Context: an optimization exercise on an open-source flow, tuned for small area. The choices shown serve that exercise and are no tape-out recipe. RTL that was checked went through simulation tests only; none was proved equivalent to the original. For run 4, only the layout was checked, not whether the RTL still works. Power figures rest on the tool's default switching activity, not on a simulated workload.

**flow/run.sh**
```bash
#!/bin/bash
# Layout flow: the standard ORFS flow (standard.sh) with three changes
# that only affect how the layout is made:
#  - synthesis is the standard synthesis script, except that the final
#    ABC technology-mapping call uses an area-oriented script (flow/area.abc);
#    registers are mapped before ABC runs, so they are unchanged;
#  - the port buffers inserted at global placement use sky130 buf_1;
#  - the clock tree uses clkbuf_8 buffers, clusters of at most 16 sinks and
#    no dummy loads.
set -euo pipefail
here=$(pwd)
{
  echo "proc abc {args} {"
  echo "  set i [lsearch \$args -script]"
  echo "  if {\$i >= 0} { set args [lreplace \$args \$i [expr {\$i + 1}] -script $here/flow/area.abc] }"
  echo "  yosys abc {*}\$args"
  echo "}"
  cat "$here/synth_recipe.tcl"
} > "$here/area_synth.tcl"
sed "s#SYNTH_SCRIPT=[^ ]*synth_recipe.tcl#SYNTH_SCRIPT=$here/area_synth.tcl#" standard.sh > area_standard.sh
grep -q area_synth.tcl area_standard.sh
export BUFFER_PORTS_ARGS="-buffer_cell sky130_fd_sc_hd__buf_1"
export CTS_ARGS="-sink_clustering_enable -repair_clock_nets -dont_use_dummy_load -buf_list sky130_fd_sc_hd__clkbuf_8 -sink_clustering_size 20 -sink_clustering_max_diameter 60"
bash area_standard.sh > standard_flow.log 2>&1
```
**flow/area.abc**
```
strash
dc2
dc2
dch -f
amap
strash
dc2
dc2
dch -f
amap
strash
dc2
dch -f
amap
```
**standard.sh**
```bash
#!/bin/bash
# synth_recipe.tcl (not shown) runs the flow's synth.tcl, then flattens the netlist and writes it again
# the make line also repeats each setting of config.mk as NAME=value (left out here)
make -C /OpenROAD-flow-scripts/flow DESIGN_CONFIG=/design/flow/config.mk WORK_HOME=/design/flow/orfs CLKGATE_MAP_FILE= SYNTH_SCRIPT=/design/flow/synth_recipe.tcl "${@:-finish}"
```
**config.mk**
```make
export PLATFORM = sky130hd
export DESIGN_NAME = DUFT_ap_ctrl_chain
export DESIGN_NICKNAME = DUFT_ap_ctrl_chain
export VERILOG_FILES = /design/flow/design.v
export SDC_FILE = /design/flow/constraint.sdc
export NUM_CORES = 4
export LEC_CHECK = 0
export CAP_MARGIN = 20
export CORE_MARGIN = 2
export CORE_UTILIZATION = 50
export SLEW_MARGIN = 20
```
**constraint.sdc**
```tcl
create_clock -name core_clock -period 8.0 [get_ports {ap_clk}]
set_input_delay 1.6000 -clock core_clock [delete_from_list [all_inputs] [get_ports {ap_clk}]]
set_output_delay 1.6000 -clock core_clock [all_outputs]
set_load 0.01 [all_outputs]
```
**design.v**
```verilog
`timescale 1ns / 100ps
module DUFT_ap_ctrl_chain(
  input [31:0]      addr,
  input [31:0]      wr_data,
  input [1:0]       rd_wr,
  output [31:0]     ap_return,
  input             ap_rst,
  input             ap_start,
  input             ap_continue,
  input             ap_ce,
  output            ap_idle,
  output            ap_ready,
  output            ap_done,
  input             ap_clk
);
  localparam H_IDLE = 3'b000;
  localparam H_ACK  = 3'b001;
  localparam H_RD   = 3'b010;
  localparam H_WR   = 3'b011;
  localparam H_DONE = 3'b100;
  localparam H_RST  = 3'b101;
  reg [2:0] h;
  reg [2:0] h_nx;
  always @(*) begin
    case (h)
      H_IDLE: h_nx = ap_start ? H_ACK : (rd_wr[1] ? H_RST : H_IDLE);
      H_ACK:  h_nx = rd_wr[0] ? H_RD : H_WR;
      H_RD, H_WR, H_RST: h_nx = H_DONE;
      H_DONE: h_nx = ap_continue ? H_IDLE : H_DONE;
      default: h_nx = H_IDLE;
    endcase
  end
  always @(posedge ap_clk)
    if (ap_rst) h <= H_IDLE;
    else        h <= h_nx;
  wire h_idle = (h == H_IDLE);
  wire h_done = (h == H_DONE);
  wire h_rd   = (h == H_RD);
  wire h_wr   = (h == H_WR);
  wire rst    = (h == H_RST);         
  assign ap_idle  = h_idle & ~ap_start;
  assign ap_ready = h_done;
  assign ap_done  = h_done;
  wire up0 = (addr[31:8] == 24'h000000);
  wire upF = (addr[31:8] == 24'hFF0000);
  wire lo00 = (addr[7:0] == 8'h00);
  wire lo01 = (addr[7:0] == 8'h01);
  wire r18 = up0 & (addr[7:3] == 5'b00011);
  wire r20 = up0 & (addr[7:5] == 3'b001);
  wire rlp = upF & lo01;
  wire wop = up0 & lo00;
  wire win = up0 & (addr[7:0] == 8'h10);
  wire wlp = upF & lo00;
  reg [1:0] ac;
  reg       ist;
  always @(posedge ap_clk) begin
    ac[0] <= rd_wr[0] ? (r18 | rlp) : (wop | wlp);
    ac[1] <= rd_wr[0] ? (r20 | rlp) : (win | wlp);
    ist   <= up0 & lo01;
  end
  reg [31:0] R;           
  reg [2:0]  opc;         
  reg [31:0] din;         
  reg [31:0] dout;        
  reg        dout_z;      
  reg [31:0] dft;         
  reg [31:0] tin;         
  localparam IDLE          = 4'd0;
  localparam INPUT_FLATTEN = 4'd1;
  localparam INPUT_DUT     = 4'd2;
  localparam INPUT_RDY     = 4'd3;
  localparam OUTPUT_WAIT   = 4'd4;
  localparam OUTPUT_VAL    = 4'd5;
  localparam OUTPUT_PACK   = 4'd6;
  localparam SCAN_PREP     = 4'd7;
  localparam SCAN          = 4'd8;
  localparam SCAN_RD       = 4'd9;
  localparam TICK          = 4'd10;
  reg [3:0] P;
  localparam D_IDLE   = 2'd0;
  localparam D_START  = 2'd1;
  localparam D_CALC   = 2'd2;
  localparam D_FINISH = 2'd3;
  reg [1:0]  D;
  reg [2:0]  calc;
  reg [31:0] q;           
  reg [5:0] cnt;
  wire op_input = (opc == 3'd1);
  wire op_run   = (opc == 3'd2);
  wire op_endr  = (opc == 3'd3);
  wire op_test  = (opc == 3'd4);
  wire op_next  = (opc == 3'd5);
  wire op_endt  = (opc == 3'd6);
  wire p_flat = (P == INPUT_FLATTEN);
  wire p_pack = (P == OUTPUT_PACK);
  wire p_prep = (P == SCAN_PREP);
  wire p_scan = (P == SCAN);
  wire p_srd  = (P == SCAN_RD);
  wire scan_ack  = cnt[0];                        
  wire scan_dump = cnt[5] & cnt[3] & cnt[0];      
  wire scan_end  = cnt[5] & cnt[3] & cnt[1];      
  wire srd_first = cnt[0];                        
  wire dut_commit_ack = p_pack | (p_srd & op_endt);
  wire dft_op_commit  = (p_scan & scan_end) | (p_srd & srd_first);
  wire sen = (P == INPUT_RDY) | p_prep | p_scan | (p_srd & (~op_endt | srd_first));
  wire [11:0] status = {
    p_prep, p_prep & scan_ack, dft_op_commit, p_srd,
    (P == INPUT_DUT), (D == D_START), (D == D_FINISH), dut_commit_ack,
    P };
  reg [3:0] P_nx;
  always @(*) begin
    case (P)
      IDLE:          P_nx = op_input ? INPUT_FLATTEN : IDLE;
      INPUT_FLATTEN: P_nx = INPUT_DUT;
      INPUT_DUT:     P_nx = (D == D_START) ? INPUT_RDY : INPUT_DUT;
      INPUT_RDY:     P_nx = op_run ? OUTPUT_WAIT : (op_test ? SCAN_PREP : INPUT_RDY);
      OUTPUT_WAIT:   P_nx = (D == D_FINISH) ? OUTPUT_VAL : OUTPUT_WAIT;
      OUTPUT_VAL:    P_nx = op_endr ? OUTPUT_PACK : OUTPUT_VAL;
      OUTPUT_PACK:   P_nx = IDLE;
      SCAN_PREP:     P_nx = scan_ack ? SCAN : SCAN_PREP;
      SCAN:          P_nx = scan_end ? SCAN_RD : SCAN;
      SCAN_RD:       P_nx = op_endt ? IDLE : (op_next ? TICK : SCAN_RD);
      TICK:          P_nx = SCAN_PREP;
      default:       P_nx = IDLE;
    endcase
  end
  always @(posedge ap_clk) begin
    if (rst) P <= IDLE;
    else     P <= P_nx;
    if (rst | ~(p_prep | p_scan)) cnt <= 6'd0;
    else                          cnt <= cnt + 6'd1;
  end
  reg [1:0] D_nx;
  always @(*) begin
    case (D)
      D_IDLE:   D_nx = (P == INPUT_DUT) ? D_START : D_IDLE;
      D_START:  D_nx = D_CALC;
      D_CALC:   D_nx = (calc == 3'd7) ? D_FINISH : D_CALC;
      default:  D_nx = dut_commit_ack ? D_IDLE : D_FINISH;
    endcase
  end
  wire calc_run = (D == D_CALC) & ~sen;
  wire dump = p_scan & scan_dump;
  wire [31:0] q_rot = {q[0], q[31:1]};
  always @(posedge ap_clk) begin
    if (rst)       D <= D_IDLE;
    else if (!sen) D <= D_nx;
    if (D == D_IDLE || D == D_FINISH) calc <= 3'd0;
    else if (calc_run)                calc <= calc + 3'd1;
    if (p_flat)        q <= din;
    else if (dump)     q <= q_rot;
    else               q <= q + {31'd0, calc_run};
    if (dump) dft <= q_rot;
    if (p_pack) begin
      dout   <= q;
      dout_z <= rst;
    end
  end
  wire wr_go = h_wr & ap_ce;
  always @(posedge ap_clk) begin
    if (wr_go && ac == 2'd1) opc <= (R[31:3] == 29'd0) ? R[2:0] : 3'd0;
    if (wr_go && ac == 2'd2) din <= R;
    if (wr_go && ac == 2'd3) tin <= R;
  end
  wire rd_go = h_rd & ap_ce;
  wire s_st  = rd_go & (ac == 2'd0) & ist;
  wire s_18  = rd_go & (ac == 2'd1) & ~dout_z;
  wire s_20  = rd_go & (ac == 2'd2);
  wire s_lp  = rd_go & (ac == 2'd3);
  wire [31:0] rd_val = ({32{s_st}} & {20'd0, R[11:0]})
                     | ({32{s_18}} & dout)
                     | ({32{s_20}} & dft)
                     | ({32{s_lp}} & tin);
  wire load = (h == H_IDLE) | (h == H_ACK);
  always @(posedge ap_clk) begin
    if (load)         R <= {wr_data[31:12], rd_wr[0] ? status : wr_data[11:0]};
    else if (!h_done) R <= rd_val;
  end
  assign ap_return = R;
endmodule  
```
==> results of run 1 <==
state kept, by name, indices dropped and copies added (netlist names), 3 cells and up:
name,count
h,3
R,32
opc,3
tin,32
dft,32
q,32
cnt,6
dout,32
P,4
calc,3
din,32
through the flow:
step	area (sq um)	hold slack [ps]	util, %	std cells	setup WS [ps]
3_3_place_gp	9492	428.8	55.26	1044	2713
3_5_place_dp	9492	432.1	55.26	1044	2444
5_1_grt	9714	452.7	56.56	1060	1467
4_1_cts	9712	410.5	56.54	1060	2429
2_1_floorplan	8708	417.8	-	704	3316
6_report	9714	413.4	56.56	1060	2354
area by class of cell:
| type | instances | area, sq um |
|---|---|---|
| fillers | 1483 | 7462 |
| flip-flops and latches | 217 | 5986 |
| multi-input cells | 435 | 2559 |
| repair buffers | 116 | 476.7 |
| well taps | 225 | 281.5 |
| clock buffers | 16 | 220.2 |
| inverters | 51 | 191.4 |
cell usage after synthesis, types with 8 or more instances:
cell                       instances  share of area (%)
sky130_fd_sc_hd__o211ai_1          8               0.69
sky130_fd_sc_hd__o22ai_1          13               0.93
sky130_fd_sc_hd__ha_1              9                1.3
sky130_fd_sc_hd__nor2_1           76                3.3
sky130_fd_sc_hd__nand4_1           8               0.57
sky130_fd_sc_hd__o221ai_1         15                1.5
sky130_fd_sc_hd__dfxtp_1          53                 12
sky130_fd_sc_hd__nor3_1           29                1.7
sky130_fd_sc_hd__nand2_1          78                3.4
sky130_fd_sc_hd__a222oi_1         25                2.9
sky130_fd_sc_hd__edfxtp_1        164                 57
sky130_fd_sc_hd__clkinv_1         51                2.2
sky130_fd_sc_hd__nor4_1           11               0.79
sky130_fd_sc_hd__a21oi_1          24                1.4
sky130_fd_sc_hd__o21ai_0          44                2.5
sky130_fd_sc_hd__o21a_1           12                1.0
layer usage:
layer,global-route usage (%),up-vias,wire length [um]
li1,-,2991,-
met1,33.30,3116,9588
met2,39.14,243,10280
met3,4.586,25,1558
met4,4.398,0,315
met5,0,-,0
power by group through the flow:
stage          clock, mW  sequential [mW]  combinational (mW)
3_3_place_gp           0             1.70               0.519
4_1_cts            0.521             1.69               0.538
5_1_grt            0.554             1.71               0.604
6_report           0.501             1.69               0.534
3_5_place_dp           0             1.71               0.534
2_1_floorplan          0             1.64               0.355
worst max path at each step:
| stage | depth (start not counted) | slack (ps) | end |
|---|---|---|---|
| 2_1_floorplan | 33 | 3320 | q[30] |
| 3_3_place_gp | 33 | 2710 | q[30] |
| 3_5_place_dp | 33 | 2440 | q[30] |
| 4_1_cts | 33 | 2430 | q[30] |
| 5_1_grt | 32 | 1470 | q[30] |
| 6_report | 33 | 2350 | q[30] |
cells by family after synthesis:
logic type	synth area share (%)
buf+inv	2.284
flops	68.74
xor+xnor	0.1006
simple gates	12.37
compound gates	15.22
fa+ha+maj	1.293
worst min-delay path, delay by kind of cell (launching register included):
kind / cells / cell delay [ps]
AOI/OAI and AO/OA: 1 / 50
DFF: 1 / 320
and+or+nand+nor: 1 / 40
==> flow_metrics.tcl, run 1 <==
set metrics [dict create \
    outcome "timing/DRC/antenna clean" \
    synth_cells 704 \
    drc_errors 0 \
    comb_power_share_pct 19.6 \
    ys_types 44 \
    initial_core_util_pct 50.70 \
    yosysWarningCount 1 \
    power.switching_fraction_pct 31.55 \
    unrepaired_setup_endpoints_after_global_routing "false" \
    reg2reg_slack_ps 2350 \
    final_cell_mix "sky130_fd_sc_hd__edfxtp_1 (164), sky130_fd_sc_hd__buf_1 (105), sky130_fd_sc_hd__nand2_1 (78)" \
    placement.io_buffers 105 \
    min_path_type "reg -> reg" \
    p_clk_share_pct 18.4 \
    worstSetupStartpoint "opc[2]" \
    vdd.ir_drop.worst_mv 0.1735 \
    ys_ff_latch 217 \
    vias_in_the_first_global_route 6119 \
    drv_cap 0 \
    critPathArrivalTime_ps 6040 \
    required_time_of_the_critical_path_ps 8390 \
    report.final.setup_viol 0 \
    die_height_um 136.0 \
    clockBufferDepth 3 \
    path_common_cell "sky130_fd_sc_hd__nor2_1" \
    grt_first_pass_wirelength_um 33690 \
    worstHoldStart "din[1]" \
    period_minus_slack_ps 5646 \
    static-leakage-power_nw 3.127 \
    cp_slowest_stage_delay_ps 410 \
    critical_path.startpoint_type "flop" \
    row_count 48 \
    power_density_nw_per_um2 280.1 \
    vias_after_detailed_routing 6375 \
    clk_transition_reported_paths_ps 110 \
    syn_nets 784 \
    clock_tree.htree_level_count 1 \
    antenna_cells_inserted 0 \
    cts_root_buf "sky130_fd_sc_hd__clkbuf_8" \
    drtAntennaViolNets 0 \
    slew_at_the_pin_closest_to_its_max_slew_limit_ps 983.7 \
    wl_per_cell_um 20.51 \
    slew_violations 0 \
    hold_depth 2 \
    gp_congestion 0.8999 \
    cts_resized 0 \
    synth.avg_cell_area_sq_um 12.37 \
    path_delay_family "simple AND/OR/NAND/NOR gates" \
    cts_tree "built" \
    finalHoldViolCount 0 \
    end_kind "flop" \
    timing_worst_setup_path_type "reg -> reg" \
    wirelength_um 21740 \
    totalNegativeSetupSlack_ps 0 \
    floorplan.die_area_sq_um 18490 \
    cts_buffers 16 \
    p_switching_uw 858.6 \
    fin_skew_ps 40.80 \
    die_w_um 136.0 \
    place_hpwl_um 14050 \
    clk_latency_ps 510 \
    layout.cells.most_common "sky130_fd_sc_hd__edfxtp_1" \
    post_drt_via_cell_ratio 6.014 \
    sequentialPowerShare_pct 62.0 \
    rr_endpoint "q[30]" \
    antenna_found_initial 0 \
    drive_above_1_share_pct 4.311 \
    worst_r2r_path_depth 33 \
    post_synth_instance_area_sq_um 8708 \
    synth_enable_flop_cells 164 \
    drtPass1Iterations 5 \
    internal_power_mw 1.863 \
    floorplan_core_area_sq_um 17180 \
    most_used_dff_post_synth "sky130_fd_sc_hd__edfxtp_1" \
    groute.usage.overall_pct 23.73 \
    grt-ovfl-total 0 \
    boundaryPins 106 \
    timing.final.crit_share_pct 70.57 \
    timing.critical_path.buf_inv 2 \
    drt_iter0_drc 597 \
    pin_count_of_the_biggest_net_entering_global_routing 43 \
    final_layout_net_count 917 \
    synth_sequential_area_ratio_pct 68.74 \
    critical_path_slowest_stage_cell "sky130_fd_sc_hd__edfxtp_1" \
    postSynth.asyncResetShare_pct 0 \
    tritoncts_num_sinks 217 \
    worstReg2RegStart "opc[2]" \
    timing.fmax_mhz 177.1 \
    post_cts_repair_timing_setup_buffer_count 0 \
    cp_max_fo 6 \
    whs_endpoint "q[1]" \
    report.power.total_mw 2.721 \
    hold_buffers 0 \
    flow.area_growth_from_synthesis_pct 11.55 \
    slew_headroom_pct 33.91 \
]
==> run 2, diff against run 1 <==
--- a/flow/run.sh
+++ b/flow/run.sh
@@ -21,4 +21,4 @@
 grep -q area_synth.tcl area_standard.sh
 export BUFFER_PORTS_ARGS="-buffer_cell sky130_fd_sc_hd__buf_1"
-export CTS_ARGS="-sink_clustering_enable -repair_clock_nets -dont_use_dummy_load -buf_list sky130_fd_sc_hd__clkbuf_8 -sink_clustering_size 20 -sink_clustering_max_diameter 60"
+export CTS_ARGS="-sink_clustering_enable -repair_clock_nets -dont_use_dummy_load -buf_list sky130_fd_sc_hd__clkbuf_4 -sink_clustering_size 8 -sink_clustering_max_diameter 40"
 bash area_standard.sh > standard_flow.log 2>&1
==> run 2 against run 1 <==
  * Still clean
  * Count of clock-buffer cells in the layout rose by 19
  * Synthesized cell count unchanged
  * Via count grew 2.2%
  * Clock power is 9.6% higher
  * Core utilization rose by 0.25 points
  * Critical path depth unchanged
  * Non-clock buffer count stayed put
  * Global-route usage is 0.53 points higher
  * Clock skew shrank 8.2 ps
  * First-iteration DRC count rose by 14%
  * Final cell count grew 1.8%
  * Cell area grew 0.44%
  * Largest cell class unchanged
  * Largest power group unchanged
==> flow_metrics.tcl, run 2 <==
set metrics [dict create \
    p_switching_uw 887.6 \
    placement.io_buffers 105 \
    comb_power_share_pct 19.3 \
    post_drt_via_cell_ratio 6.039 \
    count_of_fill_cells_added_during_filler_insertion 1493 \
    post_synth_instance_area_sq_um 8708 \
    path_common_cell "sky130_fd_sc_hd__nor2_1" \
    timing_worst_setup_path_type "reg -> reg" \
    synth_cells 704 \
    slew_violations 0 \
    critical_path.startpoint_type "flop" \
    final_cell_mix "sky130_fd_sc_hd__edfxtp_1 (164), sky130_fd_sc_hd__buf_1 (105), sky130_fd_sc_hd__nand2_1 (78)" \
    final_layout_net_count 936 \
    post_cts_repair_timing_setup_buffer_count 0 \
    boundaryPins 106 \
    path_delay_family "simple AND/OR/NAND/NOR gates" \
    sequentialPowerShare_pct 60.9 \
    power.switching_fraction_pct 32.03 \
    synth_enable_flop_cells 164 \
    unrepaired_setup_endpoints_after_global_routing "false" \
    slew_at_the_pin_closest_to_its_max_slew_limit_ps 932.3 \
    hold_depth 2 \
    placed_cell_areas_sq_um 9492 \
    tritoncts_num_sinks 217 \
    cts_tree "built" \
    drtPass1Iterations 5 \
    postSynth.asyncResetShare_pct 0 \
    biggest_area_consumer_among_synthesized_cells "sky130_fd_sc_hd__edfxtp_1" \
    clk_transition_reported_paths_ps 80 \
    hold_buffers 0 \
    required_time_of_the_critical_path_ps 8500 \
    critical_path_slowest_stage_cell "sky130_fd_sc_hd__edfxtp_1" \
    pin_count_of_the_biggest_net_entering_global_routing 43 \
    yosysWarningCount 1 \
    post_layout_nonfiller_instances 1079 \
    synth.top_cell.area_share_pct 56.55 \
    vias_after_detailed_routing 6516 \
    ys_ff_latch 217 \
    critPathArrivalTime_ps 6140 \
    layout.cells.most_common "sky130_fd_sc_hd__edfxtp_1" \
    power_density_nw_per_um2 284.1 \
    initial_core_util_pct 50.70 \
    finalHoldViolCount 0 \
    timing.fmax_mhz 177.2 \
    drive_above_1_share_pct 6.440 \
    ys_types 44 \
    most_repeated_cell_in_the_gate_level_netlist_after_synthesis "sky130_fd_sc_hd__edfxtp_1" \
    outcome "timing/DRC/antenna clean" \
    cell_types_with_the_largest_area_share_after_synthesis "sky130_fd_sc_hd__edfxtp_1 (57%), sky130_fd_sc_hd__dfxtp_1 (12%), sky130_fd_sc_hd__nand2_1 (3.4%)" \
    grt-ovfl-total 0 \
    place_hpwl_um 14050 \
    gp_congestion 0.8999 \
    cts_root_buf "sky130_fd_sc_hd__clkbuf_4" \
    groute.usage.overall_pct 24.26 \
    timing.final.crit_share_pct 70.55 \
    clock_tree.htree_level_count 2 \
    cts_resized 0 \
    placed_cells_incl_taps 1044 \
    clk_latency_ps 610 \
    p_clk_share_pct 19.8 \
    flow.area_growth_from_synthesis_pct 12.04 \
    sequential_cell_area_sq_um 5986 \
    antenna_found_initial 0 \
    wirelength_um 22060 \
    drv_cap 0 \
    internal_power_mw 1.884 \
    drc_errors 0 \
    stdcell_area_sq_um 9757 \
    fin_skew_ps 32.62 \
    min_path_type "reg -> reg" \
    drt_iter0_drc 682 \
    syn_nets 784 \
    worstHoldStart "din[1]" \
    worstReg2RegStart "opc[2]" \
    worst_slack_after_detailed_placement_ps 2444 \
    report.final.setup_viol 0 \
    reg2reg_slack_ps 2360 \
    end_kind "flop" \
    synth_sequential_area_ratio_pct 68.74 \
    rr_endpoint "q[30]" \
    die_w_um 136.0 \
    report.power.total_mw 2.771 \
    vias_in_the_first_global_route 6295 \
    final.hold.worst_slack_ps 442.7 \
    row_count 48 \
    grt_first_pass_wirelength_um 34110 \
    netlist_top_cells_count "sky130_fd_sc_hd__edfxtp_1 (164), sky130_fd_sc_hd__nand2_1 (78), sky130_fd_sc_hd__nor2_1 (76)" \
    cp_max_fo 6 \
    synth.avg_cell_area_sq_um 12.37 \
    die_height_um 136.0 \
    most_used_dff_post_synth "sky130_fd_sc_hd__edfxtp_1" \
    period_minus_slack_ps 5644 \
    share_of_the_core_filled_with_cells_in_the_final_layout_pct 56.80 \
    totalNegativeSetupSlack_ps 0 \
    multi_input_combinational_cell_area_sq_um 2559 \
    worst_r2r_path_depth 33 \
    whs_endpoint "q[1]" \
    finalWorstSetupSlack_ps 2356 \
    vdd.ir_drop.worst_mv 0.1415 \
    antenna_cells_inserted 0 \
    floorplan_core_area_sq_um 17180 \
    cts_buffers 35 \
    cp_slowest_stage_delay_ps 410 \
    static-leakage-power_nw 3.173 \
    floorplan.die_area_sq_um 18490 \
    slew_headroom_pct 37.37 \
    clockBufferDepth 3 \
    drtAntennaViolNets 0 \
    wl_per_cell_um 20.45 \
    timing.critical_path.buf_inv 2 \
]
-- run 2: cell counts after synthesis --
Identical to the previous run, type by type.
-- run 2: metal layers --
metal / global-route usage, % / routed length, um / part of all wire (%) / vias up
met5: 0 / 0 / 0 / -
met3: 5.183 / 1782 / 8.1 / 45
met1: 33.46 / 9634 / 44 / 3143
met4: 7.176 / 421 / 1.9 / 0
li1: - / - / - / 3040
met2: 39.00 / 10220 / 46 / 288
-- run 2: final cells by class --
class	count	area share, %
Timing Repair Buffer	116	4.886
Sequential cell	217	61.35
Tap cell	225	2.885
Inverter	51	1.962
Multi-Input combinational cell	435	26.22
Clock buffer	35	2.693
-- run 2: kinds of logic (layout without fill, tap and decap cells) --
kind of cell	after synthesis	after routing	synth area share (%)
xor+xnor	1	1	0.1006
buf+inv	52	202	2.284
simple gates	239	239	12.37
fa+ha+maj	9	9	1.293
flops	217	217	68.74
compound gates	186	186	15.22
-- run 2: tightest hold or removal path, stage by stage (launching register included) --
cell                       delay, ps
sky130_fd_sc_hd__edfxtp_1        320
sky130_fd_sc_hd__nand2_1          40
sky130_fd_sc_hd__o21ai_0          60
-- run 2: worst max-delay path by stage --
stage	startpoint	end	slack [ps]	depth (start not counted)
after floorplan	opc[2]	q[30]	3320	33
after global placement	opc[2]	q[30]	2710	33
after detailed placement	opc[2]	q[30]	2440	33
after CTS	opc[2]	q[30]	2450	33
after global routing	P[3]	q[30]	1490	32
final	opc[2]	q[30]	2360	33
-- run 2: power groups by stage --
stage	registers, mW	clock network (mW)	logic (mW)
after global routing	1.71	0.611	0.603
final	1.69	0.549	0.535
after global placement	1.70	0	0.519
after floorplan	1.64	0	0.355
after detailed placement	1.71	0	0.534
after CTS	1.69	0.570	0.537
==> run 3, diff against run 2 <==
--- a/design.v
+++ b/design.v
@@ -168,13 +168,13 @@
   wire s_20  = rd_go & (ac == 2'd2);
   wire s_lp  = rd_go & (ac == 2'd3);
-  wire [31:0] rd_val = ({32{s_st}} & {20'd0, R[11:0]})
-                     | ({32{s_18}} & dout)
-                     | ({32{s_20}} & dft)
-                     | ({32{s_lp}} & tin);
   wire load = (h == H_IDLE) | (h == H_ACK);
-  always @(posedge ap_clk) begin
-    if (load)         R <= {wr_data[31:12], rd_wr[0] ? status : wr_data[11:0]};
-    else if (!h_done) R <= rd_val;
-  end
+  wire [31:0] ld_val = {wr_data[31:12], rd_wr[0] ? status : wr_data[11:0]};
+  always @(posedge ap_clk)
+    R <= ({32{h_done}} & R)
+       | ({32{load}} & ld_val)
+       | ({32{s_st}} & {20'd0, R[11:0]})
+       | ({32{s_18}} & dout)
+       | ({32{s_20}} & dft)
+       | ({32{s_lp}} & tin);
   assign ap_return = R;
 endmodule  
--- a/flow/run.sh
+++ b/flow/run.sh
@@ -21,4 +21,4 @@
 grep -q area_synth.tcl area_standard.sh
 export BUFFER_PORTS_ARGS="-buffer_cell sky130_fd_sc_hd__buf_1"
-export CTS_ARGS="-sink_clustering_enable -repair_clock_nets -dont_use_dummy_load -buf_list sky130_fd_sc_hd__clkbuf_4 -sink_clustering_size 8 -sink_clustering_max_diameter 40"
+export CTS_ARGS="-sink_clustering_enable -repair_clock_nets -dont_use_dummy_load -buf_list sky130_fd_sc_hd__clkbuf_8 -sink_clustering_size 16 -sink_clustering_max_diameter 60"
 bash area_standard.sh > standard_flow.log 2>&1
==> flow/area.abc (replaced) <==
strash
dc2
dc2
dch -f
amap
strash
dc2
dc2
dch -f
amap
strash
dc2
dch -f
amap
strash
dc2
dch -f
amap
strash
dc2
dch -f
amap
==> run 3 against run 2 <==
  * Largest power group unchanged
  * Sequential share of layout area fell by 2.0 points
  * Sequential power shrank 4%
  * Clock skew rose by 15 ps
  * Register-to-register slack lost 200 ps
  * Critical path type unchanged
  * Highest routed layer unchanged
  * Worst hold slack better by 9.1 ps
  * Setup slack worse by 200 ps
  * Total power fell by 0.39%
  * Critical endpoint unchanged
  * Still clean on timing, DRC and antenna
  * Largest cell class unchanged
  * Sequential cell count stayed put
==> flow_metrics.tcl, run 3 <==
set metrics [dict create \
    vdd.ir_drop.worst_mv 0.1764 \
    timing_worst_setup_path_type "reg -> reg" \
    static-leakage-power_nw 3.138 \
    period_minus_slack_ps 5843 \
    clk_latency_ps 510 \
    gp_congestion 1.006 \
    critPathArrivalTime_ps 6250 \
    placed_cells_incl_taps 1040 \
    floorplan_core_area_sq_um 16520 \
    netlist_top_cells_count "sky130_fd_sc_hd__edfxtp_1 (132), sky130_fd_sc_hd__dfxtp_1 (85), sky130_fd_sc_hd__nand2_1 (67)" \
    fin_skew_ps 47.64 \
    clock_tree.htree_level_count 1 \
    synth_enable_flop_cells 132 \
    row_count 47 \
    place_hpwl_um 13640 \
    post_cts_repair_timing_setup_buffer_count 0 \
    drtPass1Iterations 7 \
    drtAntennaViolNets 0 \
    end_kind "flop" \
    path_common_cell "sky130_fd_sc_hd__nor2_1" \
    antenna_cells_inserted 0 \
    placed_cell_areas_sq_um 9246 \
    layout.cells.most_common "sky130_fd_sc_hd__edfxtp_1" \
    vias_in_the_first_global_route 6271 \
    timing.fmax_mhz 171.2 \
    required_time_of_the_critical_path_ps 8410 \
    worstSetupStartpoint "P[2]" \
    post_synth_instance_area_sq_um 8452 \
    cts_buffers 18 \
    cell_types_with_the_largest_area_share_after_synthesis "sky130_fd_sc_hd__edfxtp_1 (47%), sky130_fd_sc_hd__dfxtp_1 (20%), sky130_fd_sc_hd__a222oi_1 (3.7%)" \
    unrepaired_setup_endpoints_after_global_routing "false" \
    clockBufferDepth 3 \
    critical_path_slowest_stage_cell "sky130_fd_sc_hd__nor2b_1" \
    synth_cells 704 \
    placement.io_buffers 105 \
    yosysWarningCount 1 \
    final_cell_mix "sky130_fd_sc_hd__edfxtp_1 (132), sky130_fd_sc_hd__buf_1 (105), sky130_fd_sc_hd__dfxtp_1 (85)" \
    initial_core_util_pct 51.15 \
    die_height_um 134.0 \
    groute.usage.overall_pct 23.59 \
    cts_tree "built" \
    outcome "timing/DRC/antenna clean" \
    floorplan.die_area_sq_um 17960 \
    timing.final.crit_share_pct 73.03 \
    totalNegativeSetupSlack_ps 0 \
    wirelength_um 21120 \
    most_repeated_cell_in_the_gate_level_netlist_after_synthesis "sky130_fd_sc_hd__edfxtp_1" \
    power_density_nw_per_um2 289.3 \
    cts_root_buf "sky130_fd_sc_hd__clkbuf_8" \
    biggest_area_consumer_among_synthesized_cells "sky130_fd_sc_hd__edfxtp_1" \
    min_path_type "reg -> reg" \
    slew_at_the_pin_closest_to_its_max_slew_limit_ps 770.0 \
    post_layout_nonfiller_instances 1060 \
    post_drt_via_cell_ratio 6.046 \
    ys_types 43 \
    die_w_um 134.0 \
    syn_nets 784 \
    boundaryPins 106 \
    drc_errors 0 \
    ys_ff_latch 217 \
    hold_buffers 0 \
    clk_transition_reported_paths_ps 90 \
    postSynth.asyncResetShare_pct 0 \
    slew_headroom_pct 48.27 \
    synth.top_cell.area_share_pct 46.90 \
    finalHoldViolCount 0 \
    tritoncts_num_sinks 217 \
    antenna_found_initial 0 \
    stdcell_area_sq_um 9542 \
    critical_path.startpoint_type "flop" \
    worstHoldStart "din[10]" \
    final_layout_net_count 922 \
    drv_cap 0 \
    drive_above_1_share_pct 4.762 \
    grt_first_pass_wirelength_um 33380 \
    wl_per_cell_um 19.93 \
    pin_count_of_the_biggest_net_entering_global_routing 38 \
    grt-ovfl-total 0 \
    cts_resized 0 \
    cp_slowest_stage_delay_ps 440 \
    most_used_dff_post_synth "sky130_fd_sc_hd__edfxtp_1" \
    synth.avg_cell_area_sq_um 12.01 \
    flow.area_growth_from_synthesis_pct 12.89 \
    vias_after_detailed_routing 6409 \
    drt_iter0_drc 615 \
    worstReg2RegStart "P[2]" \
    report.final.setup_viol 0 \
    slew_violations 0 \
    synth_sequential_area_ratio_pct 67.03 \
    cp_max_fo 6 \
]
## run 3: cell count changes after synthesis, sizes merged, moves of 6 or more
cell    before  now
nand2       78   67
a21oi       24   39
o22ai       13    3
a222oi      25   31
a22oi        6   29
nor2        76   62
dfxtp       53   85
edfxtp     164  132
## run 3: stage by stage
step / worst slack [ps] / hold slack [ps] / util [%] / total power, mW
2_1_floorplan: 3027 / 417.8 / - / 1.987
3_3_place_gp: 2308 / 423.9 / 55.96 / 2.227
3_5_place_dp: 2228 / 430.4 / 55.96 / 2.248
4_1_cts: 2219 / 456.1 / 57.45 / 2.777
5_1_grt: 1270 / 463.4 / 57.74 / 2.923
6_report: 2157 / 451.8 / 57.74 / 2.761
## run 3: critical path: cells and delay by family (launching register included)
kind                     cells  cell delay, ps
flip-flops                   1             360
AND/OR/NAND/NOR             26            4210
adder cells (fa/ha/maj)      2             440
buffers and inverters        3             310
AO/OA/AOI/OAI                3             440
## run 3: logic make-up after synthesis
logic type               share of synthesized area [%]
flip-flops                                       67.03
AND/OR/NAND/NOR                                  11.74
buffers and inverters                            2.398
adder cells (fa/ha/maj)                          1.332
AO/OA/AOI/OAI                                    17.50
## run 3: final cells by class
| type | instances | area [sq um] |
|---|---|---|
| clock buffer | 18 | 247.7 |
| multi-input combinational | 434 | 2626 |
| inverter | 52 | 195.2 |
| sequential | 217 | 5665 |
| tap | 220 | 275.3 |
| fill | 1400 | 6983 |
| timing repair buffer | 119 | 531.8 |
## run 3: layer usage
layer | wire length, um | share of wire, % | GRT usage (%) | vias to the layer above
li1 | - | - | - | 3021
met1 | 9256 | 44 | 32.91 | 3083
met2 | 9713 | 46 | 38.58 | 266
met3 | 1614 | 7.6 | 4.006 | 39
met4 | 538 | 2.5 | 6.491 | 0
met5 | 0 | 0 | 0 | -
## run 3: worst paths after layout
path | to | slack (ps) | cells past startpoint
worst max register to register | q[30] | 2160 | 34
worst max-delay path | q[30] | 2160 | 34
worst min-delay path | q[10] | 450 | 2
worst min register to register | q[10] | 450 | 2
## run 3: power by group
group | internal, mW | switching [mW] | total, mW
clock | 0.203 | 0.328 | 0.531
sequential | 1.41 | 0.215 | 1.62
combinational | 0.247 | 0.361 | 0.609
total | 1.86 | 0.904 | 2.76
==> run 4, diff against run 3 <==
--- a/design.v
+++ b/design.v
@@ -78,10 +78,9 @@
   localparam TICK          = 4'd10;
   reg [3:0] P;
-  localparam D_IDLE   = 2'd0;
-  localparam D_START  = 2'd1;
-  localparam D_CALC   = 2'd2;
-  localparam D_FINISH = 2'd3;
-  reg [1:0]  D;
-  reg [2:0]  calc;
+  localparam D_IDLE   = 4'd0;
+  localparam D_START  = 4'd1;
+  localparam D_FINISH = 4'd2;
+  localparam D_CALC0  = 4'd8;
+  reg [3:0]  D;
   reg [31:0] q;           
   reg [5:0] cnt;
@@ -131,14 +130,17 @@
     else                          cnt <= cnt + 6'd1;
   end
-  reg [1:0] D_nx;
+  reg [3:0] D_nx;
   always @(*) begin
     case (D)
       D_IDLE:   D_nx = (P == INPUT_DUT) ? D_START : D_IDLE;
-      D_START:  D_nx = D_CALC;
-      D_CALC:   D_nx = (calc == 3'd7) ? D_FINISH : D_CALC;
-      default:  D_nx = dut_commit_ack ? D_IDLE : D_FINISH;
+      D_START:  D_nx = D_CALC0;
+      D_FINISH: D_nx = dut_commit_ack ? D_IDLE : D_FINISH;
+      4'd15:    D_nx = D_FINISH;
+      4'd8, 4'd9, 4'd10, 4'd11, 4'd12, 4'd13, 4'd14:
+                D_nx = D + 4'd1;
+      default:  D_nx = D_IDLE;
     endcase
   end
-  wire calc_run = (D == D_CALC) & ~sen;
+  wire calc_run = D[3] & ~sen;
   wire dump = p_scan & scan_dump;
   wire [31:0] q_rot = {q[0], q[31:1]};
@@ -146,6 +148,4 @@
     if (rst)       D <= D_IDLE;
     else if (!sen) D <= D_nx;
-    if (D == D_IDLE || D == D_FINISH) calc <= 3'd0;
-    else if (calc_run)                calc <= calc + 3'd1;
     if (p_flat)        q <= din;
     else if (dump)     q <= q_rot;
==> flow/area.abc (replaced) <==
strash
dc2
dc2
dch -f
amap
strash
dc2
dc2
dch -f
amap
strash
dc2
dch -f
amap
==> run 4 against run 3 <==
  * Still clean on timing, DRC and antenna
  * Clock skew is 12 ps higher
  * Synthesized cell count is 3.1% higher
  * Sequential power about the same
  * Critical path depth shrank 2
  * First-iteration DRC count rose by 6.2%
  * Synthesized area up 0.37%
  * Core utilization shrank 0.18 points
  * Cell area hardly changed
  * Via count increased by 2.2%
  * Critical path type unchanged
  * Largest cell class unchanged
==> flow_metrics.tcl, run 4 <==
set metrics [dict create \
    slew_at_the_pin_closest_to_its_max_slew_limit_ps 1056 \
    worst_r2r_path_depth 32 \
    grt_first_pass_wirelength_um 34310 \
    static-leakage-power_nw 3.155 \
    reg2reg_slack_ps 2660 \
    pin_count_of_the_biggest_net_entering_global_routing 43 \
    wl_per_cell_um 20.35 \
    timing_worst_setup_path_type "reg -> reg" \
    antenna_cells_inserted 0 \
    layout.cells.most_common "sky130_fd_sc_hd__edfxtp_1" \
    antenna_found_initial 0 \
    tritoncts_num_sinks 216 \
    post_drt_via_cell_ratio 6.068 \
    post_cts_repair_timing_setup_buffer_count 0 \
    hold_buffers 0 \
    whs_endpoint "q[22]" \
    groute.usage.overall_pct 24.33 \
    grt-ovfl-total 0 \
    floorplan_core_area_sq_um 16580 \
    row_count 47 \
    count_of_fill_cells_added_during_filler_insertion 1440 \
    hold_depth 2 \
    synth.top_cell.area_share_pct 46.73 \
    postSynth.asyncResetShare_pct 0 \
    clk_latency_ps 520 \
    most_used_dff_post_synth "sky130_fd_sc_hd__edfxtp_1" \
    report.power.total_mw 2.660 \
    cts_root_buf "sky130_fd_sc_hd__clkbuf_8" \
    clk_transition_reported_paths_ps 100 \
    synth_cells 726 \
    end_kind "flop" \
    cp_slowest_stage_delay_ps 370 \
    sequential_cell_area_sq_um 5645 \
    power_density_nw_per_um2 278.7 \
    finalHoldViolCount 0 \
    drive_above_1_share_pct 4.535 \
    cts_buffers 18 \
    boundaryPins 106 \
    vias_after_detailed_routing 6553 \
    cts_tree "built" \
    path_common_cell "sky130_fd_sc_hd__nor2_1" \
    clockBufferDepth 3 \
    timing.final.crit_share_pct 66.74 \
    required_time_of_the_critical_path_ps 8390 \
    die_height_um 134.3 \
    critical_path_slowest_stage_cell "sky130_fd_sc_hd__dfxtp_1" \
    drv_cap 0 \
    synth_sequential_area_ratio_pct 66.55 \
    timing.critical_path.buf_inv 4 \
    vias_in_the_first_global_route 6425 \
    path_delay_family "simple AND/OR/NAND/NOR gates" \
    ys_ff_latch 216 \
    cts_resized 0 \
    synth.avg_cell_area_sq_um 11.68 \
    synth_enable_flop_cells 132 \
    totalNegativeSetupSlack_ps 0 \
    syn_nets 804 \
    slew_headroom_pct 29.43 \
    cell_types_with_the_largest_area_share_after_synthesis "sky130_fd_sc_hd__edfxtp_1 (47%), sky130_fd_sc_hd__dfxtp_1 (20%), sky130_fd_sc_hd__a222oi_1 (3.4%)" \
    cp_max_fo 6 \
    min_path_type "reg -> reg" \
    placement.io_buffers 105 \
    die_w_um 134.3 \
    slew_violations 0 \
    drt_iter0_drc 653 \
    critPathArrivalTime_ps 5730 \
    final_cell_mix "sky130_fd_sc_hd__edfxtp_1 (132), sky130_fd_sc_hd__buf_1 (105), sky130_fd_sc_hd__dfxtp_1 (84)" \
    biggest_area_consumer_among_synthesized_cells "sky130_fd_sc_hd__edfxtp_1" \
    most_repeated_cell_in_the_gate_level_netlist_after_synthesis "sky130_fd_sc_hd__edfxtp_1" \
    gp_congestion 0.9385 \
    report.final.setup_viol 0 \
    rr_endpoint "q[31]" \
    worstReg2RegStart "P[1]" \
    drtAntennaViolNets 0 \
    outcome "timing/DRC/antenna clean" \
    final_layout_net_count 940 \
    clock_tree.htree_level_count 1 \
    post_synth_instance_area_sq_um 8483 \
    floorplan.die_area_sq_um 18020 \
    multi_input_combinational_cell_area_sq_um 2704 \
    netlist_top_cells_count "sky130_fd_sc_hd__edfxtp_1 (132), sky130_fd_sc_hd__dfxtp_1 (84), sky130_fd_sc_hd__nand2_1 (76), sky130_fd_sc_hd__nor2_1 (76), sky130_fd_sc_hd__o21ai_0 (55)" \
    worstHoldStart "din[22]" \
    flow.area_growth_from_synthesis_pct 12.52 \
    place_hpwl_um 14390 \
    timing.fmax_mhz 187.3 \
    unrepaired_setup_endpoints_after_global_routing "false" \
    ys_types 42 \
    drc_errors 0 \
    wirelength_um 21980 \
    drtPass1Iterations 7 \
    period_minus_slack_ps 5339 \
    fin_skew_ps 59.90 \
    yosysWarningCount 1 \
    vdd.ir_drop.worst_mv 0.1660 \
    critical_path.startpoint_type "flop" \
    initial_core_util_pct 51.15 \
]
[run 4: changes by cell type after synthesis, sizes merged, moves of 4 or more]
cell	previous run	this run
nor3	25	29
nand2	67	76
o221ai	18	13
o21ai	49	55
nand3	7	14
nor2	62	76
clkinv	52	45
[run 4: logic make-up (layout without fill, tap and decap cells)]
logic type | count (synthesis) | after routing | share of synthesized area, %
AOI/OAI and AO/OA | 209 | 209 | 16.98
xor gates and xnor gates | 1 | 1 | 0.1033
adders and majority gates | 7 | 7 | 1.032
buffers and inverters | 46 | 180 | 2.080
DFF | 216 | 216 | 66.55
and+or+nand+nor | 247 | 247 | 13.26
[run 4: through the flow]
stage	utilization [%]	std cells	worst slack (ps)	area (sq um)	hold WS (ps)
after floorplan	-	726	3570	8483	417.2
after global placement	55.90	1061	2929	9270	419.6
after detailed placement	56.07	1062	2641	9298	430.4
after CTS	57.56	1080	2699	9545	448.6
after global routing	57.56	1080	2007	9545	480.2
final	57.56	1080	2661	9545	447.1
[run 4: layout make-up]
type / count / area share (%)
multi-input cells: 464 / 28.33
flip-flops and latches: 216 / 59.14
inverters: 45 / 1.770
clock buffers: 18 / 2.595
repair buffers: 117 / 5.282
well taps: 220 / 2.884
[run 4: metal layers]
layer  track usage, %  up-vias  share of wire (%)
li1                 -     3071                  -
met1            32.67     3185                 42
met2            41.33      251                 49
met3            3.212       46                5.9
met4            7.661        0                2.7
met5                0        -                  0
[run 4: worst max path at each step]
stage / to / cells after the start / startpoint
after floorplan: q[31] / 31 / P[1]
after global placement: q[31] / 30 / P[3]
after detailed placement: q[31] / 32 / P[1]
after CTS: q[31] / 32 / P[1]
after global routing: q[31] / 31 / P[1]
final: q[31] / 32 / P[1]
[run 4: worst reg2reg max path, delay by kind of cell, from the launching register on]
family | cells | cell delay (ps)
xor gates and xnor gates | 1 | 90
AOI/OAI and AO/OA | 2 | 260
adders and majority gates | 1 | 200
and+or+nand+nor | 24 | 3900
DFF | 1 | 370
buffers and inverters | 4 | 450
[run 4: power by group]
group          switching [mW]  internal (mW)  total [mW]
Clock                   0.329          0.203       0.532
Combinational           0.309          0.212       0.522
Sequential              0.218           1.39        1.61
Total                   0.856           1.80        2.66
==> run 5, diff against run 4 <==
--- a/design.v
+++ b/design.v
@@ -145,10 +145,17 @@
   wire dump = p_scan & scan_dump;
   wire [31:0] q_rot = {q[0], q[31:1]};
+  wire [31:0] q_base = ({32{p_flat}} & din)
+                     | ({32{dump}} & q_rot)
+                     | ({32{~p_flat & ~dump}} & q);
+  wire [31:0] q_carry;
+  assign q_carry[0] = calc_run;
+  genvar gi;
+  generate for (gi = 1; gi < 32; gi = gi + 1) begin : g_carry
+    assign q_carry[gi] = q_carry[gi-1] & q[gi-1];
+  end endgenerate
   always @(posedge ap_clk) begin
     if (rst)       D <= D_IDLE;
     else if (!sen) D <= D_nx;
-    if (p_flat)        q <= din;
-    else if (dump)     q <= q_rot;
-    else               q <= q + {31'd0, calc_run};
+    q <= q_base ^ q_carry;
     if (dump) dft <= q_rot;
     if (p_pack) begin
--- a/config.mk
+++ b/config.mk
@@ -6,6 +6,6 @@
 export NUM_CORES = 4
 export LEC_CHECK = 0
-export CAP_MARGIN = 20
+export CAP_MARGIN = 5
 export CORE_MARGIN = 2
-export CORE_UTILIZATION = 50
-export SLEW_MARGIN = 20
+export CORE_UTILIZATION = 65
+export SLEW_MARGIN = 5
==> run 5 against run 4 <==
  * Critical path depth fell by 7
  * Maximum frequency is 8.2% lower
  * Largest cell class unchanged
  * Setup slack lost 480 ps
  * Core utilization increased by 16 points
==> flow_metrics.tcl, run 5 <==
set metrics [dict create \
    p_clk_share_pct 19.3 \
    report.power.total_mw 2.718 \
    drive_above_1_share_pct 5.038 \
    placed_cell_areas_sq_um 8976 \
    period_minus_slack_ps 5817 \
    static-leakage-power_nw 2.903 \
    ys_ff_latch 216 \
    die_w_um 116.6 \
    timing.fmax_mhz 171.9 \
    vdd.ir_drop.worst_mv 0.2171 \
    gp_congestion 0.8661 \
    flow.area_growth_from_synthesis_pct 12.02 \
    gr-usage-met2_pct 52.02 \
    synth.top_cell.area_share_pct 48.14 \
    boundaryPins 106 \
    globalRoute.busiestLayer "met2" \
    comb_power_share_pct 21.5 \
    required_time_of_the_critical_path_ps 8390 \
    reg2reg_slack_ps 2180 \
    worstHoldStart "tin[18]" \
    initial_core_util_pct 65.78 \
    worstSetupStartpoint "P[2]" \
    cts_tree "built" \
    die_height_um 116.6 \
    floorplan.die_area_sq_um 13580 \
    grt-ovfl-total 0 \
    power.switching_fraction_pct 32.15 \
    grt_first_pass_wirelength_um 31830 \
    wirelength_um 20650 \
    sequentialPowerShare_pct 59.2 \
    floorplan_core_area_sq_um 12520 \
    worst_slack_after_detailed_placement_ps 2302 \
    critPathArrivalTime_ps 6210 \
    slew_at_the_pin_closest_to_its_max_slew_limit_ps 1079 \
    syn_nets 736 \
    post_drt_via_cell_ratio 6.590 \
    synth_enable_flop_cells 132 \
    stdcell_area_sq_um 9224 \
    cp_slowest_stage_delay_ps 420 \
    finalHoldViolCount 0 \
    final_cell_mix "sky130_fd_sc_hd__edfxtp_1 (132), sky130_fd_sc_hd__buf_1 (105), sky130_fd_sc_hd__dfxtp_1 (84)" \
    antenna_found_initial 0 \
    synth_sequential_area_ratio_pct 68.56 \
    most_repeated_cell_in_the_gate_level_netlist_after_synthesis "sky130_fd_sc_hd__edfxtp_1" \
    outcome "timing/DRC/antenna clean" \
    clk_transition_reported_paths_ps 100 \
    cts_buffers 18 \
    cts_root_buf "sky130_fd_sc_hd__clkbuf_8" \
    final_layout_net_count 872 \
    unrepaired_setup_endpoints_after_global_routing "false" \
    synth.avg_cell_area_sq_um 12.48 \
    drt_iter0_drc 828 \
    worstReg2RegStart "P[2]" \
    layout.cells.most_common "sky130_fd_sc_hd__edfxtp_1" \
    pin_count_of_the_biggest_net_entering_global_routing 66 \
    critical_path.startpoint_type "flop" \
    critical_path_slowest_stage_cell "sky130_fd_sc_hd__dfxtp_1" \
    most_used_dff_post_synth "sky130_fd_sc_hd__edfxtp_1" \
    postSynth.asyncResetShare_pct 0 \
    timing_worst_setup_path_type "reg -> reg" \
    hold_buffers 0 \
    vias_in_the_first_global_route 6269 \
    timing.final.crit_share_pct 72.71 \
    slew_headroom_pct 27.53 \
    clk_latency_ps 500 \
    ys_types 41 \
    wl_per_cell_um 21.38 \
    groute.usage.overall_pct 30.57 \
    p_switching_uw 873.8 \
    slew_violations 0 \
    totalNegativeSetupSlack_ps 0 \
    antenna_cells_inserted 0 \
    synth_cells 660 \
    final.hold.worst_slack_ps 439.6 \
    placement.io_buffers 105 \
    timing.critical_path.buf_inv 2 \
    biggest_area_consumer_among_synthesized_cells "sky130_fd_sc_hd__edfxtp_1" \
    cts_resized 0 \
    drv_cap 0 \
    end_kind "flop" \
    clockBufferDepth 3 \
    post_cts_repair_timing_setup_buffer_count 0 \
    netlist_top_cells_count "sky130_fd_sc_hd__edfxtp_1 (132), sky130_fd_sc_hd__dfxtp_1 (84), sky130_fd_sc_hd__nor2_1 (79)" \
    use_met3_pct 4.359 \
    count_of_fill_cells_added_during_filler_insertion 898 \
    path_delay_family "simple AND/OR/NAND/NOR gates" \
    cell_types_with_the_largest_area_share_after_synthesis "sky130_fd_sc_hd__edfxtp_1 (48%), sky130_fd_sc_hd__dfxtp_1 (20%), sky130_fd_sc_hd__a222oi_1 (7.2%)" \
    drc_errors 0 \
    min_path_type "reg -> reg" \
    clock_tree.htree_level_count 1 \
    tritoncts_num_sinks 216 \
    vias_after_detailed_routing 6366 \
    place_hpwl_um 13060 \
    internal_power_mw 1.844 \
    met1_usage_pct 41.23 \
    fin_skew_ps 54.99 \
    drtPass1Iterations 7 \
    power_density_nw_per_um2 294.6 \
    row_count 41 \
    yosysWarningCount 1 \
    drtAntennaViolNets 0 \
    finalWorstSetupSlack_ps 2183 \
    post_synth_instance_area_sq_um 8234 \
    report.final.setup_viol 0 \
    cp_max_fo 6 \
]
## run 5: cell types whose count changed after synthesis, moves of 4 or more
cell and delta:
sky130_fd_sc_hd__and3_1 -5, sky130_fd_sc_hd__o21ai_0 -40, sky130_fd_sc_hd__o221ai_1 -6, sky130_fd_sc_hd__nor2b_1 +4, sky130_fd_sc_hd__a222oi_1 +30, sky130_fd_sc_hd__o21a_1 -11
sky130_fd_sc_hd__nand4_1 +5, sky130_fd_sc_hd__a22oi_1 -11, sky130_fd_sc_hd__nand3_1 +4, sky130_fd_sc_hd__nor3_1 -9, sky130_fd_sc_hd__clkinv_1 -9, sky130_fd_sc_hd__nand2_1 -14
## run 5: through the flow
stage | instances | utilization [%]
2_1_floorplan | 660 | -
3_3_place_gp | 948 | 71.71
3_5_place_dp | 948 | 71.71
4_1_cts | 966 | 73.69
5_1_grt | 966 | 73.69
6_report | 966 | 73.69
## run 5: worst paths after layout
check	end	cells after the start
setup / recovery	q[31]	25
hold / removal	R[18]	2
setup reg to reg	q[31]	25
hold reg to reg	R[18]	2
## run 5: logic make-up (layout without fill, tap and decap cells)
logic type                 count (synthesis)  count (layout)  synth area share (%)
adders and majority gates                  5               5                0.7598
buffers and inverters                     37             171                 1.732
DFF                                      216             216                 68.56
and+or+nand+nor                          233             233                 12.99
AOI/OAI and AO/OA                        169             169                 15.96
## run 5: metal layers
| metal | vias up | share of wire, % |
|---|---|---|
| li1 | 2901 | - |
| met1 | 3087 | 38 |
| met2 | 343 | 51 |
| met3 | 35 | 9.2 |
| met4 | 0 | 2.1 |
| met5 | - | 0 |
## run 5: final cells by class
| class | count | area (sq um) | share of cell area [%] |
|---|---|---|---|
| inverter | 36 | 135.1 | 1.465 |
| multi-input combinational | 407 | 2496 | 27.06 |
| clock buffer | 18 | 247.7 | 2.686 |
| tap | 172 | 215.2 | 2.333 |
| sequential | 216 | 5645 | 61.20 |
| timing repair buffer | 117 | 484.2 | 5.250 |
## run 5: power groups by stage
stage	clock network, mW	logic [mW]	registers [mW]
5_1_grt	0.569	0.648	1.63
2_1_floorplan	0	0.383	1.57
4_1_cts	0.529	0.579	1.60
3_5_place_dp	0	0.572	1.63
3_3_place_gp	0	0.548	1.62
6_report	0.524	0.584	1.61
## run 5: worst register-to-register path: cells and delay by family (launching register included)
kind	cells	cell delay (ps)
simple gates	22	5090
flops	1	420
buf+inv	2	170
compound gates	1	50
==> run 6, diff against run 5 <==
--- a/config.mk
+++ b/config.mk
@@ -6,6 +6,6 @@
 export NUM_CORES = 4
 export LEC_CHECK = 0
-export CAP_MARGIN = 5
+export CAP_MARGIN = 20
 export CORE_MARGIN = 2
-export CORE_UTILIZATION = 65
-export SLEW_MARGIN = 5
+export CORE_UTILIZATION = 50
+export SLEW_MARGIN = 20
==> run 6 against run 5 <==
  * Core utilization down 16 points
  * Still clean on timing, DRC and antenna
  * Sequential share of layout area down 0.32 points
  * Sequential power about the same
  * Cell area up 0.53%
  * Via count down 3.1%
  * Sequential cell count unchanged
  * Critical endpoint unchanged
==> flow_metrics.tcl, run 6 <==
set metrics [dict create \
    gp_congestion 1.026 \
    p_switching_uw 862.3 \
    share_of_the_core_filled_with_cells_in_the_final_layout_pct 57.95 \
    critical_path_slowest_stage_cell "sky130_fd_sc_hd__dfxtp_1" \
    syn_nets 736 \
    drive_above_1_share_pct 5.038 \
    worst_r2r_path_depth 26 \
    synth_cells 660 \
    grt_first_pass_wirelength_um 32310 \
    drtAntennaViolNets 0 \
    totalNegativeSetupSlack_ps 0 \
    vias_after_detailed_routing 6167 \
    unrepaired_setup_endpoints_after_global_routing "false" \
    worstReg2RegStart "P[1]" \
    slew_at_the_pin_closest_to_its_max_slew_limit_ps 968.2 \
    finalWorstSetupSlack_ps 2330 \
    postSynth.asyncResetShare_pct 0 \
    timing.fmax_mhz 176.4 \
    comb_power_share_pct 21.3 \
    period_minus_slack_ps 5670 \
    slew_violations 0 \
    floorplan.die_area_sq_um 17510 \
    vias_in_the_first_global_route 6044 \
    hold_buffers 0 \
    capture_point_of_the_critical_path "q[31]" \
    required_time_of_the_critical_path_ps 8390 \
    most_repeated_cell_in_the_gate_level_netlist_after_synthesis "sky130_fd_sc_hd__edfxtp_1" \
    post_drt_via_cell_ratio 6.106 \
    floorplan_core_area_sq_um 16000 \
    critPathArrivalTime_ps 6060 \
    cts_tree "built" \
    die_w_um 132.3 \
    cts_buffers 17 \
    slew_headroom_pct 35.05 \
    synth_sequential_area_ratio_pct 68.56 \
    cell_types_with_the_largest_area_share_after_synthesis "sky130_fd_sc_hd__edfxtp_1 (48%), sky130_fd_sc_hd__dfxtp_1 (20%), sky130_fd_sc_hd__a222oi_1 (7.2%)" \
    critical_path.startpoint_type "flop" \
    cp_max_fo 6 \
    cp_slowest_stage_delay_ps 390 \
    post_synth_instance_area_sq_um 8234 \
    wl_per_cell_um 20.25 \
    count_of_fill_cells_added_during_filler_insertion 1387 \
    synth.top_cell.area_share_pct 48.14 \
    timing.final.crit_share_pct 70.88 \
    min_path_type "reg -> reg" \
    clk_transition_reported_paths_ps 100 \
    drc_errors 0 \
    drt_iter0_drc 625 \
    power.switching_fraction_pct 31.96 \
    boundaryPins 106 \
    sequentialPowerShare_pct 59.6 \
    multi_input_combinational_cell_area_sq_um 2496 \
    cts_resized 0 \
    antenna_found_initial 0 \
    ys_types 41 \
    power_density_nw_per_um2 291.0 \
    finalHoldViolCount 0 \
    die_height_um 132.3 \
    clock_tree.htree_level_count 1 \
    netlist_top_cells_count "sky130_fd_sc_hd__edfxtp_1 (132), sky130_fd_sc_hd__dfxtp_1 (84), sky130_fd_sc_hd__nor2_1 (79)" \
    final_layout_net_count 872 \
    clk_latency_ps 510 \
    p_clk_share_pct 19.1 \
    flow.area_growth_from_synthesis_pct 12.61 \
    place_hpwl_um 12790 \
    placement.io_buffers 105 \
    internal_power_mw 1.836 \
    row_count 46 \
    grt-ovfl-total 0 \
    final_cell_mix "sky130_fd_sc_hd__edfxtp_1 (132), sky130_fd_sc_hd__buf_1 (105), sky130_fd_sc_hd__dfxtp_1 (84)" \
    fin_skew_ps 44.40 \
    drv_cap 0 \
    most_used_dff_post_synth "sky130_fd_sc_hd__edfxtp_1" \
    pin_count_of_the_biggest_net_entering_global_routing 66 \
    timing_worst_setup_path_type "reg -> reg" \
    synth_enable_flop_cells 132 \
    antenna_cells_inserted 0 \
    sequential_cell_area_sq_um 5645 \
    reg2reg_slack_ps 2330 \
    report.final.setup_viol 0 \
    tritoncts_num_sinks 216 \
    worst_slack_after_detailed_placement_ps 2374 \
    wirelength_um 20460 \
    vdd.ir_drop.worst_mv 0.1471 \
    cts_root_buf "sky130_fd_sc_hd__clkbuf_8" \
    layout.cells.most_common "sky130_fd_sc_hd__edfxtp_1" \
    end_kind "flop" \
    post_cts_repair_timing_setup_buffer_count 0 \
    synth.avg_cell_area_sq_um 12.48 \
    biggest_area_consumer_among_synthesized_cells "sky130_fd_sc_hd__edfxtp_1" \
    rr_endpoint "q[31]" \
    ys_ff_latch 216 \
    yosysWarningCount 1 \
    drtPass1Iterations 6 \
    clockBufferDepth 3 \
    worstSetupStartpoint "P[1]" \
    groute.usage.overall_pct 23.11 \
    initial_core_util_pct 51.46 \
    static-leakage-power_nw 2.901 \
    outcome "timing/DRC/antenna clean" \
]
-- run 6: changes by cell type in the layout (fill, tap and decap cells not counted), sizes merged --
cell	change
buf	+1
clkbuf	-1
-- run 6: how the worst min path moves through the flow --
stage | from | endpoint | slack [ps] | depth (start not counted)
after floorplan | tin[11] | R[11] | 420 | 2
after global placement | tin[11] | R[11] | 420 | 2
after detailed placement | dout[22] | R[22] | 430 | 2
after CTS | dout[22] | R[22] | 460 | 2
after global routing | dout[22] | R[22] | 470 | 2
final | dout[22] | R[22] | 450 | 2
-- run 6: metal layers --
layer	wire [um]	track usage, %	vias to the layer above
li1	-	-	2906
met1	8835	31.32	2983
met2	9716	38.83	244
met3	1455	4.268	34
met4	449	5.556	0
met5	0	0	-
-- run 6: cell type report --
class,count,share of cell area (%)
Clock buffer,17,2.523
Multi-Input combinational cell,407,26.92
Inverter,36,1.457
Sequential cell,216,60.88
Tap cell,216,2.915
Timing Repair Buffer,118,5.303
-- run 6: per-stage QoR --
step	hold WS (ps)	instances	instance area [sq um]	total power, mW
floorplan	418.2	660	8234	1.954
global placement	421.6	993	9039	2.176
detailed placement	433.2	993	9039	2.200
CTS	457.2	1010	9273	2.717
global route	472.3	1010	9273	2.841
finish	452.1	1010	9273	2.698
-- run 6: power by group through the flow --
stage          Sequential, mW  Clock [mW]  Combinational [mW]
2_1_floorplan            1.57           0               0.383
3_3_place_gp             1.62           0               0.553
3_5_place_dp             1.63           0               0.571
4_1_cts                  1.61       0.536               0.574
5_1_grt                  1.63       0.570               0.637
6_report                 1.61       0.515               0.574
-- run 6: critical path: cells and delay by family, from the launching register on --
family / cells / cell delay [ps]
AO/OA/AOI/OAI: 1 / 60
flip-flops: 1 / 390
buffers and inverters: 3 / 290
AND/OR/NAND/NOR: 22 / 4830
-- run 6: kinds of logic (layout without fill, tap and decap cells) --
group	count (synthesis)	after routing	share of synthesized area, %
AO/OA/AOI/OAI	169	169	15.96
buffers and inverters	37	171	1.732
flip-flops	216	216	68.56
AND/OR/NAND/NOR	233	233	12.99
adder cells (fa/ha/maj)	5	5	0.7598
==> run 7, diff against run 6 <==
--- a/flow/run.sh
+++ b/flow/run.sh
@@ -21,4 +21,4 @@
 grep -q area_synth.tcl area_standard.sh
 export BUFFER_PORTS_ARGS="-buffer_cell sky130_fd_sc_hd__buf_1"
-export CTS_ARGS="-sink_clustering_enable -repair_clock_nets -dont_use_dummy_load -buf_list sky130_fd_sc_hd__clkbuf_8 -sink_clustering_size 16 -sink_clustering_max_diameter 60"
+export CTS_ARGS="-sink_clustering_enable -repair_clock_nets -dont_use_dummy_load -buf_list sky130_fd_sc_hd__clkbuf_8 -sink_clustering_size 16 -sink_clustering_max_diameter 100"
 bash area_standard.sh > standard_flow.log 2>&1
==> run 7 against run 6 <==
  * Register-to-register slack hardly changed
  * Critical path depth stayed put
  * Synthesized cell count stayed put
  * Setup slack better by 7.8 ps
  * Clock skew is 9.1 ps lower
  * Maximum frequency is 0.14% higher
  * Global-route usage hardly changed
  * Count of clock-buffer cells in the layout stayed put
  * Worst hold slack worse by 1.0 ps
  * Non-clock buffer count stayed put
  * Clock power hardly changed
  * Critical endpoint unchanged
  * Highest routed layer unchanged
==> flow_metrics.tcl, run 7 <==
set metrics [dict create \
    netlist_top_cells_count "sky130_fd_sc_hd__edfxtp_1 (132), sky130_fd_sc_hd__dfxtp_1 (84), sky130_fd_sc_hd__nor2_1 (79)" \
    post_cts_repair_timing_setup_buffer_count 0 \
    cp_max_fo 6 \
    syn_nets 736 \
    area_fraction_in_and_or_nand_and_nor_cells_after_synthesis_pct 12.99 \
    synth_xor_area_share_pct 0 \
    die_height_um 132.3 \
    place_hpwl_um 12790 \
    synth.top_cell.area_share_pct 48.14 \
    final_layout_net_count 872 \
    synth_cells 660 \
    die_w_um 132.3 \
    wl_per_cell_um 20.24 \
    share_of_the_core_filled_with_cells_in_the_final_layout_pct 57.95 \
    flow.area_growth_from_synthesis_pct 12.61 \
    clk_transition_reported_paths_ps 100 \
    synth-adder-area-share_pct 0.7598 \
    grt-ovfl-total 0 \
    boundaryPins 106 \
    sequentialPowerShare_pct 59.6 \
    synth_enable_flop_cells 132 \
    ys_types 41 \
    post_synth_instance_area_sq_um 8234 \
    slew_headroom_pct 34.90 \
    cell_types_with_the_largest_area_share_after_synthesis "sky130_fd_sc_hd__edfxtp_1 (48%), sky130_fd_sc_hd__dfxtp_1 (20%), sky130_fd_sc_hd__a222oi_1 (7.2%)" \
    static-leakage-power_nw 2.901 \
    critical_path_slowest_stage_cell "sky130_fd_sc_hd__dfxtp_1" \
    layout.cells.most_common "sky130_fd_sc_hd__edfxtp_1" \
    sequential_cell_area_sq_um 5645 \
    most_used_dff_post_synth "sky130_fd_sc_hd__edfxtp_1" \
    critPathArrivalTime_ps 6060 \
    yosysWarningCount 1 \
    path_delay_family "simple AND/OR/NAND/NOR gates" \
    clock_tree.htree_level_count 1 \
    antenna_cells_inserted 0 \
    post_layout_nonfiller_instances 1010 \
    ys_ff_latch 216 \
    placed_cell_areas_sq_um 9039 \
    placement.io_buffers 105 \
    timing.fmax_mhz 176.6 \
    drc_errors 0 \
    gp_congestion 1.026 \
    report.final.setup_viol 0 \
    fin_skew_ps 35.32 \
    timing.final.crit_share_pct 70.78 \
    floorplan_core_area_sq_um 16000 \
    clockBufferDepth 3 \
    power_density_nw_per_um2 290.9 \
    critical_path.startpoint_type "flop" \
    pin_count_of_the_biggest_net_entering_global_routing 66 \
    cts_resized 0 \
    cts_tree "built" \
    biggest_area_consumer_among_synthesized_cells "sky130_fd_sc_hd__edfxtp_1" \
    initial_core_util_pct 51.46 \
    p_switching_uw 861.6 \
    synth.area.mux_share_pct 0 \
    end_kind "flop" \
    required_time_of_the_critical_path_ps 8390 \
    most_repeated_cell_in_the_gate_level_netlist_after_synthesis "sky130_fd_sc_hd__edfxtp_1" \
    period_minus_slack_ps 5663 \
    floorplan.die_area_sq_um 17510 \
    placed_cells_incl_taps 993 \
    vdd.ir_drop.worst_mv 0.1486 \
    synth_sequential_area_ratio_pct 68.56 \
    timing_worst_setup_path_type "reg -> reg" \
    comb_power_share_pct 21.3 \
    finalHoldViolCount 0 \
    antenna_found_initial 0 \
    cts_buffers 17 \
    main_combinational_cell_family_by_area_after_synthesis "compound AO/OA/AOI/OAI gates" \
    drive_above_1_share_pct 5.038 \
    unrepaired_setup_endpoints_after_global_routing "false" \
    drtPass1Iterations 8 \
    internal_power_mw 1.836 \
    hold_buffers 0 \
    vias_after_detailed_routing 6168 \
    final_cell_mix "sky130_fd_sc_hd__edfxtp_1 (132), sky130_fd_sc_hd__buf_1 (105), sky130_fd_sc_hd__dfxtp_1 (84)" \
    clk_latency_ps 510 \
    tritoncts_num_sinks 216 \
    groute.usage.overall_pct 23.10 \
    totalNegativeSetupSlack_ps 0 \
    compound_gate_fraction_of_synth_area_pct 15.96 \
    count_of_fill_cells_added_during_filler_insertion 1385 \
    min_path_type "reg -> reg" \
    cp_slowest_stage_delay_ps 390 \
    drtAntennaViolNets 0 \
    postSynth.asyncResetShare_pct 0 \
    post_drt_via_cell_ratio 6.107 \
    outcome "timing/DRC/antenna clean" \
    stdcell_area_sq_um 9273 \
    row_count 46 \
    vias_in_the_first_global_route 6010 \
    p_clk_share_pct 19.1 \
    slew_violations 0 \
    synth.avg_cell_area_sq_um 12.48 \
    wirelength_um 20450 \
    timing.critical_path.buf_inv 3 \
    drv_cap 0 \
    multi_input_combinational_cell_area_sq_um 2496 \
    slew_at_the_pin_closest_to_its_max_slew_limit_ps 970.5 \
    power.switching_fraction_pct 31.94 \
    drt_iter0_drc 653 \
    grt_first_pass_wirelength_um 32320 \
    cts_root_buf "sky130_fd_sc_hd__clkbuf_8" \
]
==> run 7: cell counts in the layout (fill, tap and decap cells not counted) <==
Identical to the previous run, type by type.
==> run 7: cell families after synthesis <==
kind of cell,Yosys count
AND/OR/NAND/NOR,233
adder cells (fa/ha/maj),5
AO/OA/AOI/OAI,169
buffers and inverters,37
flip-flops,216
==> run 7: layout make-up <==
cell class	instances	area share, %
clock buffers	17	2.523
inverters	36	1.457
multi-input cells	407	26.92
flip-flops and latches	216	60.88
well taps	216	2.915
repair buffers	118	5.303
==> run 7: final timing paths <==
path,startpoint,slack (ps),cells past startpoint,endpoint
setup / recovery,P[1],2340,26,q[31]
hold / removal,dout[22],450,2,R[22]
setup reg to reg,P[1],2340,26,q[31]
hold reg to reg,dout[22],450,2,R[22]
==> run 7: stage by stage <==
step                total power, mW  hold slack (ps)  worst slack [ps]
detailed placement            2.200            433.2              2374
CTS                           2.717            457.2              2362
floorplan                     1.954            418.2              2606
global placement              2.176            421.6              2578
finish                        2.697            451.1              2337
global route                  2.841            472.3              1556
==> run 7: tightest hold or removal path, cell delays in order, from the launching register on <==
cell                       delay [ps]
sky130_fd_sc_hd__edfxtp_1         330
sky130_fd_sc_hd__nand2_1           40
sky130_fd_sc_hd__nand3_1           50
==> run 7: metal layers <==
| layer | part of all wire [%] | GRT usage [%] | wire, um | vias up |
|---|---|---|---|---|
| met5 | 0 | 0 | 0 | - |
| met4 | 1.7 | 5.795 | 342 | 0 |
| met3 | 6.9 | 4.421 | 1401 | 31 |
| met2 | 48 | 38.14 | 9785 | 236 |
| met1 | 44 | 31.69 | 8918 | 2996 |
| li1 | - | - | - | 2905 |
==> run 7: power by group through the flow <==
stage	logic [mW]	clock network [mW]	registers, mW
detailed placement	0.571	0	1.63
global placement	0.553	0	1.62
global route	0.637	0.570	1.63
finish	0.574	0.515	1.61
CTS	0.574	0.536	1.61
floorplan	0.383	0	1.57

Setup slack of run 7, layout unchanged: 2.337 ns with ideal ports, 2.337 ns with driving cells assumed (clock clkbuf_16, inputs buf_2), 2.337 ns with port delays also shifted by the 0.531 ns mid clock arrival.
